Source: an optimization exercise on an open RTL-to-GDS flow (aim: small area). Production flows keep margins and buffers that such runs may drop.
RTL that was checked went through simulation tests only; none was proved equivalent to the original.

==> raven: inputs <==
==> flow/design.v (excerpt) <==
module Mono_Pong(input clk, input rst, input start, input stop, input push_1, input push_2,
					output [13:0] disp_score, output LED_r, output LED_g,
					output [9:0] LED, output [6:0] disp_level, output [1:0] blue,
					output [3:0] zybo_LED);
==> module Mono_Pong, before the edit <==
module Mono_Pong(input clk, input rst, input start, input stop, input push_1, input push_2,
					output [13:0] disp_score, output LED_r, output LED_g,
					output [9:0] LED, output [6:0] disp_level, output [1:0] blue,
					output [3:0] zybo_LED);
	reg [7:0] score;	 
	reg [3:0] level;	 
	reg [3:0] pos;		 
	reg       dir;		 
	reg       on;		 
	reg       clck;		 
	reg [3:0] m;		 
	reg [4:0] p;		 
	reg       push;		 
	reg       cc;		 
	localparam [4:0] P0 = 5'd0, PM1 = 5'd16, P24 = 5'd20, P25 = 5'd9;
	wire running = |level;
	wire half = (m == 4'd0) & (p == P25);
	wire tick = half & ~clck;
	wire at0 = ~pos[3] & ~pos[2] & ~pos[1] & ~pos[0];
	wire at9 = pos[3] & pos[0];
	wire at_end = at0 | at9;
	wire at1 = ~pos[3] & ~pos[2] & ~pos[1] & pos[0];
	wire at8 = pos[3] & ~pos[0];
	wire turn = dir ? at1 : at8;		 
	wire hit_pos = dir ? at9 : at0;		 
	wire btn_end = dir ? push_1 : push_2;	 
	wire btn_next = dir ? push_2 : push_1;	 
	wire bcd = ~dir;
	wire nine = (score[3:0] == 4'd9);
	wire low_wrap = (&score[3:0]) | (bcd & nine);
	wire [7:0] score_inc = low_wrap ? {score[7:4] + 4'd1, 4'd0} : {score[7:4], score[3:0] + 4'd1};
	wire play = running & ~stop;			 
	wire new_game = ~running & start;
	wire hit = play & hit_pos & push;
	wire miss = play & hit_pos & ~push;
	wire up = hit & bcd & nine & ~(&level);
	wire [3:0] level_step = new_game ? 4'd1 : (stop | miss) ? 4'd0 : up ? level + 4'd1 : level;
	wire level_chg = new_game | (running & stop) | miss | up;
	wire [3:0] level_n = rst ? 4'd0 : tick ? level_step : level;
	wire chg = tick & level_chg & ~rst;
	wire reload = rst | half;
	wire run_n = |level_n;
	always @(posedge clk) begin
		level <= level_n;
		if (rst | (tick & new_game))
			score <= 8'd0;
		else if (tick & hit)
			score <= score_inc;
		if (rst)
			on <= 1'b0;
		else if (tick & ~running)
			on <= start;
		if (tick & new_game) begin
			pos <= 4'd4;
			dir <= 1'b0;
		end else if (tick & play) begin
			pos <= dir ? pos - 4'd1 : pos + 4'd1;
			if (turn) dir <= ~dir;
		end
		if (tick & ~turn)
			cc <= btn_next;
		if (reload) begin
			m <= level_n;
			p <= chg ? (run_n ? PM1 : P24) : (run_n ? P0 : P25);
		end else if (p == P24 && m != 4'd0) begin
			m <= m + 4'd1;
			p <= P0;
		end else
			p <= {p[3:0], ~(p[4] ^ p[2])};
		if (rst)
			clck <= 1'b0;
		else if (half)
			clck <= ~clck;
		if (reload)
			push <= 1'b0;
		else if (running & at_end & ~cc & btn_end)
			push <= 1'b1;
	end
	assign LED_g = on;
	assign LED_r = ~on;
	assign LED[0] = on & at0;
	assign LED[1] = on & at1;
	assign LED[2] = on & ~pos[3] & ~pos[2] & pos[1] & ~pos[0];
	assign LED[3] = on & ~pos[3] & ~pos[2] & pos[1] & pos[0];
	assign LED[4] = on & ~pos[3] & pos[2] & ~pos[1] & ~pos[0];
	assign LED[5] = on & ~pos[3] & pos[2] & ~pos[1] & pos[0];
	assign LED[6] = on & ~pos[3] & pos[2] & pos[1] & ~pos[0];
	assign LED[7] = on & ~pos[3] & pos[2] & pos[1] & pos[0];
	assign LED[8] = on & at8;
	assign LED[9] = on & at9;
	assign blue = {push_2, push_1};
	assign zybo_LED = {stop, start, push, push};
	hex_to_sev_seg sev_seg_LSB(score[3:0], disp_score[6:0]);
	hex_to_sev_seg sev_seg_MSB(score[7:4], disp_score[13:7]);
	hex_to_sev_seg sev_seg_level(level, disp_level);
endmodule
export LEC_CHECK = 0
export ABC_AREA = 1
export CAP_MARGIN = 20
export CORE_MARGIN = 2
export CORE_UTILIZATION = 70
export CTS_BUF_LIST = sky130_fd_sc_hd__clkbuf_4
export CTS_CLUSTER_SIZE = 30
export SLEW_MARGIN = 20
create_clock -name core_clock -period 10.0 [get_ports {clk}]
standard.sh (not shown) runs the stock make flow with config.mk's settings and CLKGATE_MAP_FILE= SYNTH_SCRIPT=/design/flow/synth_recipe.tcl, a recipe that flattens the netlist after the stock synthesis.
==> flow/flow/run.sh <==
#!/bin/bash
# Own layout flow: the standard synthesis, then the combinational logic between the
# standard synthesis's flip-flops is re-mapped by ABC for area (flip-flops, their names and
# cell types are kept as the standard synthesis made them), then the standard layout.
# Each tool's output goes to a log file of its own in the work folder.
set -euo pipefail
W=$(pwd)
R=$W/orfs/results/${FLOW_PLATFORM}/Mono_Pong/base
LIB=$FLOW_HOME/platforms/${FLOW_PLATFORM}/lib/sky130_fd_sc_hd__tt_025C_1v80.lib
YOSYS=$(command -v yosys || echo "$FLOW_HOME/../tools/install/yosys/bin/yosys")

bash standard.sh synth > "$W/synth.log" 2>&1
cp "$R/1_2_yosys.v" "$W/standard_synth.v"

SEQ=$(grep -oE "sky130_fd_sc_hd__[a-z0-9_]+" "$W/standard_synth.v" | sort -u | grep -E "__(e?df|sdf|dl|conb)" | tr '\n' ' ')
sed -e "s|@LIB@|$LIB|g" -e "s|@SEQ@|$SEQ|g" -e "s|@IN@|$W/standard_synth.v|g" \
    -e "s|@OUT@|$W/resynth.v|g" -e "s|@ABC@|$W/flow/area.abc|g" -e "s|@TOP@|$FLOW_TOP|g" \
    "$W/flow/resynth.ys" > "$W/resynth_run.ys"
"$YOSYS" -s "$W/resynth_run.ys" > "$W/resynth.log" 2>&1

grep -E "sky130_fd_sc_hd__(e?df|sdf|dl)[a-z0-9_]* " "$W/standard_synth.v" | sort > "$W/ff_standard.txt"
grep -E "sky130_fd_sc_hd__(e?df|sdf|dl)[a-z0-9_]* " "$W/resynth.v" | sort > "$W/ff_resynth.txt"
if cmp -s "$W/ff_standard.txt" "$W/ff_resynth.txt"; then
  cp "$W/resynth.v" "$R/1_2_yosys.v"
else
  echo "flip-flops differ after re-mapping; keeping the standard netlist" >> "$W/resynth.log"
fi
touch "$R/1_2_yosys.v"

# ports get the smallest plain buffer instead of the delay buffer buffer_ports picks itself
export BUFFER_PORTS_ARGS="-buffer_cell sky130_fd_sc_hd__buf_1"
bash standard.sh finish > "$W/layout.log" 2>&1
==> flow/flow/area.abc <==
strash
&get -n
&deepsyn -T 60
&put
strash
dch -f
map -a
topo
==> flow/flow/resynth.ys <==
# re-map the combinational logic of the standard synthesis netlist; flip-flops stay as they are
read_liberty -ignore_miss_func @LIB@
blackbox @SEQ@
read_verilog @IN@
hierarchy -top @TOP@
flatten
rename -hide w:*.*
opt -purge
abc -liberty @LIB@ -dont_use *probe* -dont_use *lpflow* -dont_use *clkbuf* -dont_use *clkinv* -script @ABC@
opt_clean -purge
setundef -zero
splitnets
opt_clean -purge
hilomap -singleton -hicell sky130_fd_sc_hd__conb_1 HI -locell sky130_fd_sc_hd__conb_1 LO
insbuf -buf sky130_fd_sc_hd__buf_1 A X
opt_clean -purge
stat -liberty @LIB@
write_verilog -noattr -nohex -nodec @OUT@
==> inputs of sierra, as changes to raven <==
--- a/flow/design.v
+++ b/flow/design.v
@@ -6,7 +6,6 @@
 	reg [3:0] level;	 
 	reg [3:0] pos;		 
 	reg       dir;		 
-	reg       on;		 
 	reg       clck;		 
 	reg [3:0] m;		 
 	reg [4:0] p;		 
@@ -16,8 +15,9 @@
 	wire running = |level;
 	wire half = (m == 4'd0) & (p == P25);
 	wire tick = half & ~clck;
+	wire off = pos[3] & pos[1];
 	wire at0 = ~pos[3] & ~pos[2] & ~pos[1] & ~pos[0];
-	wire at9 = pos[3] & pos[0];
+	wire at9 = pos[3] & ~pos[1] & pos[0];
 	wire at_end = at0 | at9;
 	wire at1 = ~pos[3] & ~pos[2] & ~pos[1] & pos[0];
 	wire at8 = pos[3] & ~pos[0];
@@ -39,6 +39,7 @@
 	wire [3:0] level_n = rst ? 4'd0 : tick ? level_step : level;
 	wire chg = tick & level_chg & ~rst;
 	wire reload = rst | half;
+	wire wrap = (p == P24) & (m != 4'd0);
 	wire run_n = |level_n;
 	always @(posedge clk) begin
 		level <= level_n;
@@ -46,27 +47,23 @@
 			score <= 8'd0;
 		else if (tick & hit)
 			score <= score_inc;
-		if (rst)
-			on <= 1'b0;
-		else if (tick & ~running)
-			on <= start;
-		if (tick & new_game) begin
+		if (rst | (tick & ~running & ~start))
+			pos <= 4'd15;
+		else if (tick & new_game) begin
 			pos <= 4'd4;
-			dir <= 1'b0;
 		end else if (tick & play) begin
 			pos <= dir ? pos - 4'd1 : pos + 4'd1;
-			if (turn) dir <= ~dir;
 		end
+		dir <= ~(tick & new_game) & (dir ^ (tick & play & turn));
 		if (tick & ~turn)
 			cc <= btn_next;
 		if (reload) begin
 			m <= level_n;
 			p <= chg ? (run_n ? PM1 : P24) : (run_n ? P0 : P25);
-		end else if (p == P24 && m != 4'd0) begin
-			m <= m + 4'd1;
-			p <= P0;
-		end else
-			p <= {p[3:0], ~(p[4] ^ p[2])};
+		end else begin
+			m <= m + {3'd0, wrap};
+			p <= wrap ? P0 : {p[3:0], ~(p[4] ^ p[2])};
+		end
 		if (rst)
 			clck <= 1'b0;
 		else if (half)
@@ -76,18 +73,18 @@
 		else if (running & at_end & ~cc & btn_end)
 			push <= 1'b1;
 	end
-	assign LED_g = on;
-	assign LED_r = ~on;
-	assign LED[0] = on & at0;
-	assign LED[1] = on & at1;
-	assign LED[2] = on & ~pos[3] & ~pos[2] & pos[1] & ~pos[0];
-	assign LED[3] = on & ~pos[3] & ~pos[2] & pos[1] & pos[0];
-	assign LED[4] = on & ~pos[3] & pos[2] & ~pos[1] & ~pos[0];
-	assign LED[5] = on & ~pos[3] & pos[2] & ~pos[1] & pos[0];
-	assign LED[6] = on & ~pos[3] & pos[2] & pos[1] & ~pos[0];
-	assign LED[7] = on & ~pos[3] & pos[2] & pos[1] & pos[0];
-	assign LED[8] = on & at8;
-	assign LED[9] = on & at9;
+	assign LED_g = ~off;
+	assign LED_r = off;
+	assign LED[0] = at0;
+	assign LED[1] = at1;
+	assign LED[2] = ~pos[3] & ~pos[2] & pos[1] & ~pos[0];
+	assign LED[3] = ~pos[3] & ~pos[2] & pos[1] & pos[0];
+	assign LED[4] = ~pos[3] & pos[2] & ~pos[1] & ~pos[0];
+	assign LED[5] = ~pos[3] & pos[2] & ~pos[1] & pos[0];
+	assign LED[6] = ~pos[3] & pos[2] & pos[1] & ~pos[0];
+	assign LED[7] = ~pos[3] & pos[2] & pos[1] & pos[0];
+	assign LED[8] = at8;
+	assign LED[9] = at9;
 	assign blue = {push_2, push_1};
 	assign zybo_LED = {stop, start, push, push};
 	hex_to_sev_seg sev_seg_LSB(score[3:0], disp_score[6:0]);
==> flow/flow/area.abc (replaced) <==
strash
&get -n
&deepsyn -T 30
&put
strash
dch -f
amap
topo
--- a/flow/config.mk
+++ b/flow/config.mk
@@ -7,8 +7,9 @@
 export LEC_CHECK = 0
 export ABC_AREA = 1
 export CAP_MARGIN = 20
-export CORE_MARGIN = 2
-export CORE_UTILIZATION = 70
+export CORE_AREA = 2.3 2.72 59.8 59.84
 export CTS_BUF_LIST = sky130_fd_sc_hd__clkbuf_4
+export CTS_CLUSTER_DIAMETER = 100
 export CTS_CLUSTER_SIZE = 30
+export DIE_AREA = 0 0 62 62
 export SLEW_MARGIN = 20
==> inputs of cedar, as changes to raven <==
--- a/flow/design.v
+++ b/flow/design.v
@@ -6,7 +6,6 @@
 	reg [3:0] level;	 
 	reg [3:0] pos;		 
 	reg       dir;		 
-	reg       on;		 
 	reg       clck;		 
 	reg [3:0] m;		 
 	reg [4:0] p;		 
@@ -16,8 +15,9 @@
 	wire running = |level;
 	wire half = (m == 4'd0) & (p == P25);
 	wire tick = half & ~clck;
+	wire off = pos[3] & pos[1];
 	wire at0 = ~pos[3] & ~pos[2] & ~pos[1] & ~pos[0];
-	wire at9 = pos[3] & pos[0];
+	wire at9 = pos[3] & ~pos[1] & pos[0];
 	wire at_end = at0 | at9;
 	wire at1 = ~pos[3] & ~pos[2] & ~pos[1] & pos[0];
 	wire at8 = pos[3] & ~pos[0];
@@ -46,11 +46,9 @@
 			score <= 8'd0;
 		else if (tick & hit)
 			score <= score_inc;
-		if (rst)
-			on <= 1'b0;
-		else if (tick & ~running)
-			on <= start;
-		if (tick & new_game) begin
+		if (rst | (tick & ~running & ~start))
+			pos <= 4'd15;
+		else if (tick & new_game) begin
 			pos <= 4'd4;
 			dir <= 1'b0;
 		end else if (tick & play) begin
@@ -76,18 +74,18 @@
 		else if (running & at_end & ~cc & btn_end)
 			push <= 1'b1;
 	end
-	assign LED_g = on;
-	assign LED_r = ~on;
-	assign LED[0] = on & at0;
-	assign LED[1] = on & at1;
-	assign LED[2] = on & ~pos[3] & ~pos[2] & pos[1] & ~pos[0];
-	assign LED[3] = on & ~pos[3] & ~pos[2] & pos[1] & pos[0];
-	assign LED[4] = on & ~pos[3] & pos[2] & ~pos[1] & ~pos[0];
-	assign LED[5] = on & ~pos[3] & pos[2] & ~pos[1] & pos[0];
-	assign LED[6] = on & ~pos[3] & pos[2] & pos[1] & ~pos[0];
-	assign LED[7] = on & ~pos[3] & pos[2] & pos[1] & pos[0];
-	assign LED[8] = on & at8;
-	assign LED[9] = on & at9;
+	assign LED_g = ~off;
+	assign LED_r = off;
+	assign LED[0] = at0;
+	assign LED[1] = at1;
+	assign LED[2] = ~pos[3] & ~pos[2] & pos[1] & ~pos[0];
+	assign LED[3] = ~pos[3] & ~pos[2] & pos[1] & pos[0];
+	assign LED[4] = ~pos[3] & pos[2] & ~pos[1] & ~pos[0];
+	assign LED[5] = ~pos[3] & pos[2] & ~pos[1] & pos[0];
+	assign LED[6] = ~pos[3] & pos[2] & pos[1] & ~pos[0];
+	assign LED[7] = ~pos[3] & pos[2] & pos[1] & pos[0];
+	assign LED[8] = at8;
+	assign LED[9] = at9;
 	assign blue = {push_2, push_1};
 	assign zybo_LED = {stop, start, push, push};
 	hex_to_sev_seg sev_seg_LSB(score[3:0], disp_score[6:0]);
--- a/flow/config.mk
+++ b/flow/config.mk
@@ -8,7 +8,8 @@
 export ABC_AREA = 1
 export CAP_MARGIN = 20
 export CORE_MARGIN = 2
-export CORE_UTILIZATION = 70
+export CORE_UTILIZATION = 75
 export CTS_BUF_LIST = sky130_fd_sc_hd__clkbuf_4
+export CTS_CLUSTER_DIAMETER = 100
 export CTS_CLUSTER_SIZE = 30
 export SLEW_MARGIN = 20
==> inputs of amber, as changes to raven <==
--- a/flow/design.v
+++ b/flow/design.v
@@ -6,7 +6,6 @@
 	reg [3:0] level;	 
 	reg [3:0] pos;		 
 	reg       dir;		 
-	reg       on;		 
 	reg       clck;		 
 	reg [3:0] m;		 
 	reg [4:0] p;		 
@@ -16,8 +15,9 @@
 	wire running = |level;
 	wire half = (m == 4'd0) & (p == P25);
 	wire tick = half & ~clck;
+	wire off = pos[3] & pos[1];
 	wire at0 = ~pos[3] & ~pos[2] & ~pos[1] & ~pos[0];
-	wire at9 = pos[3] & pos[0];
+	wire at9 = pos[3] & ~pos[1] & pos[0];
 	wire at_end = at0 | at9;
 	wire at1 = ~pos[3] & ~pos[2] & ~pos[1] & pos[0];
 	wire at8 = pos[3] & ~pos[0];
@@ -39,6 +39,7 @@
 	wire [3:0] level_n = rst ? 4'd0 : tick ? level_step : level;
 	wire chg = tick & level_chg & ~rst;
 	wire reload = rst | half;
+	wire wrap = (p == P24) & (m != 4'd0);
 	wire run_n = |level_n;
 	always @(posedge clk) begin
 		level <= level_n;
@@ -46,27 +47,23 @@
 			score <= 8'd0;
 		else if (tick & hit)
 			score <= score_inc;
-		if (rst)
-			on <= 1'b0;
-		else if (tick & ~running)
-			on <= start;
-		if (tick & new_game) begin
+		if (rst | (tick & ~running & ~start))
+			pos <= 4'd15;
+		else if (tick & new_game) begin
 			pos <= 4'd4;
-			dir <= 1'b0;
 		end else if (tick & play) begin
 			pos <= dir ? pos - 4'd1 : pos + 4'd1;
-			if (turn) dir <= ~dir;
 		end
+		dir <= ~(tick & new_game) & (dir ^ (tick & play & turn));
 		if (tick & ~turn)
 			cc <= btn_next;
 		if (reload) begin
 			m <= level_n;
 			p <= chg ? (run_n ? PM1 : P24) : (run_n ? P0 : P25);
-		end else if (p == P24 && m != 4'd0) begin
-			m <= m + 4'd1;
-			p <= P0;
-		end else
-			p <= {p[3:0], ~(p[4] ^ p[2])};
+		end else begin
+			m <= m + {3'd0, wrap};
+			p <= wrap ? P0 : {p[3:0], ~(p[4] ^ p[2])};
+		end
 		if (rst)
 			clck <= 1'b0;
 		else if (half)
@@ -76,18 +73,18 @@
 		else if (running & at_end & ~cc & btn_end)
 			push <= 1'b1;
 	end
-	assign LED_g = on;
-	assign LED_r = ~on;
-	assign LED[0] = on & at0;
-	assign LED[1] = on & at1;
-	assign LED[2] = on & ~pos[3] & ~pos[2] & pos[1] & ~pos[0];
-	assign LED[3] = on & ~pos[3] & ~pos[2] & pos[1] & pos[0];
-	assign LED[4] = on & ~pos[3] & pos[2] & ~pos[1] & ~pos[0];
-	assign LED[5] = on & ~pos[3] & pos[2] & ~pos[1] & pos[0];
-	assign LED[6] = on & ~pos[3] & pos[2] & pos[1] & ~pos[0];
-	assign LED[7] = on & ~pos[3] & pos[2] & pos[1] & pos[0];
-	assign LED[8] = on & at8;
-	assign LED[9] = on & at9;
+	assign LED_g = ~off;
+	assign LED_r = off;
+	assign LED[0] = at0;
+	assign LED[1] = at1;
+	assign LED[2] = ~pos[3] & ~pos[2] & pos[1] & ~pos[0];
+	assign LED[3] = ~pos[3] & ~pos[2] & pos[1] & pos[0];
+	assign LED[4] = ~pos[3] & pos[2] & ~pos[1] & ~pos[0];
+	assign LED[5] = ~pos[3] & pos[2] & ~pos[1] & pos[0];
+	assign LED[6] = ~pos[3] & pos[2] & pos[1] & ~pos[0];
+	assign LED[7] = ~pos[3] & pos[2] & pos[1] & pos[0];
+	assign LED[8] = at8;
+	assign LED[9] = at9;
 	assign blue = {push_2, push_1};
 	assign zybo_LED = {stop, start, push, push};
 	hex_to_sev_seg sev_seg_LSB(score[3:0], disp_score[6:0]);
==> flow/flow/area.abc (replaced) <==
strash
&get -n
&deepsyn -T 30
&put
strash
dch -f
amap
topo
--- a/flow/config.mk
+++ b/flow/config.mk
@@ -7,8 +7,9 @@
 export LEC_CHECK = 0
 export ABC_AREA = 1
 export CAP_MARGIN = 20
-export CORE_MARGIN = 2
-export CORE_UTILIZATION = 70
-export CTS_BUF_LIST = sky130_fd_sc_hd__clkbuf_4
-export CTS_CLUSTER_SIZE = 30
+export CORE_AREA = 2.3 2.72 59.8 59.84
+export CTS_BUF_LIST = sky130_fd_sc_hd__clkbuf_8
+export CTS_CLUSTER_DIAMETER = 300
+export CTS_CLUSTER_SIZE = 50
+export DIE_AREA = 0 0 62 62
 export SLEW_MARGIN = 20
==> flow_summary_export.csv <==
group,metric,value,unit
synthesis,postSynthAreaPerCell,6.26,um2
run_status,status,"stopped before the end",
synthesis,synth_area,0.00177,mm2
run_status,first-error,"[ERROR GPL-0301] Utilization 101.230 % exceeds 100%.",
floorplan,die_h,52.5,um
floorplan,fp-row-count,17,
run_status,lastStage,"3_3_place_gp",
[end of results for cedar]
==> flow_summary_export.csv <==
group,metric,value,unit
floorplan,core_area,0.00328,mm2
critical_path,crit_required,8.00,ns
run_status,status,"timing/DRC/antenna clean",
synthesis,synth_area,0.00167,mm2
floorplan,fp-row-count,21,
floorplan,die_h,62,um
[end of results for sierra]
==> flow_summary_export.csv <==
group,metric,value,unit
run_status,status,"timing/DRC/antenna clean",
synthesis,postSynthAreaPerCell,6.57,um2
hold_path,min-delay-start,"clck",
detailed_routing,dr.pass1.iters,4,
floorplan,die_h,62,um
synthesis,synth_area,0.00167,mm2
global_routing,grt_antenna_before_repair,0,
floorplan,fp-row-count,21,
[end of results for amber]
==> flow_summary_export.csv <==
group,metric,value,unit
floorplan,die_h,54.3,um
synthesis,postSynthAreaPerCell,6.33,um2
synthesis,synth_area,0.00177,mm2
run_status,status,"timing/DRC/antenna clean",
detailed_routing,highest_layer,"met4",
final_layout,top_regs,"score (8), p (5)",
floorplan,fp-row-count,18,
[end of results for raven]
Function not checked in raven: the RTL went through the layout flow alone.

re-timing with driven ports:
How much do the figures lean on ideal ports? The routed layouts below were timed once more, with nothing changed but the port constraints. Step 1 (the two cells are an assumption about what drives the block):
set clk [get_ports {clk}]
set_driving_cell -lib_cell sky130_fd_sc_hd__clkbuf_16 $clk
set_driving_cell -lib_cell sky130_fd_sc_hd__buf_2 [delete_from_list [all_inputs] $clk]
Step 2 moves the port delays by t, midway between the first and last clock arrival at a register: inputs arrive t later, outputs are due t later. That takes back most of the time a late clock gives input paths. a / b / c = ideal / step 1 / step 2; a / b = the first two.
run | t (ns) | slack for setup (ns) | worst hold slack (ns)
raven | 0.349 | 5.736 / 5.713 / 5.713 | 0.465 / 0.465 / 0.465
sierra | 0.341 | 5.675 / 5.652 / 5.649 | 0.468 / 0.468 / 0.468
amber | 0.297 | 5.675 / 5.652 / 5.631 | 0.464 / 0.464 / 0.464
After both steps setup and hold are still met in every run listed. For amber, which loses most, drivers alone change the setup slack by -0.023 ns; drivers and shift together by -0.044 ns.
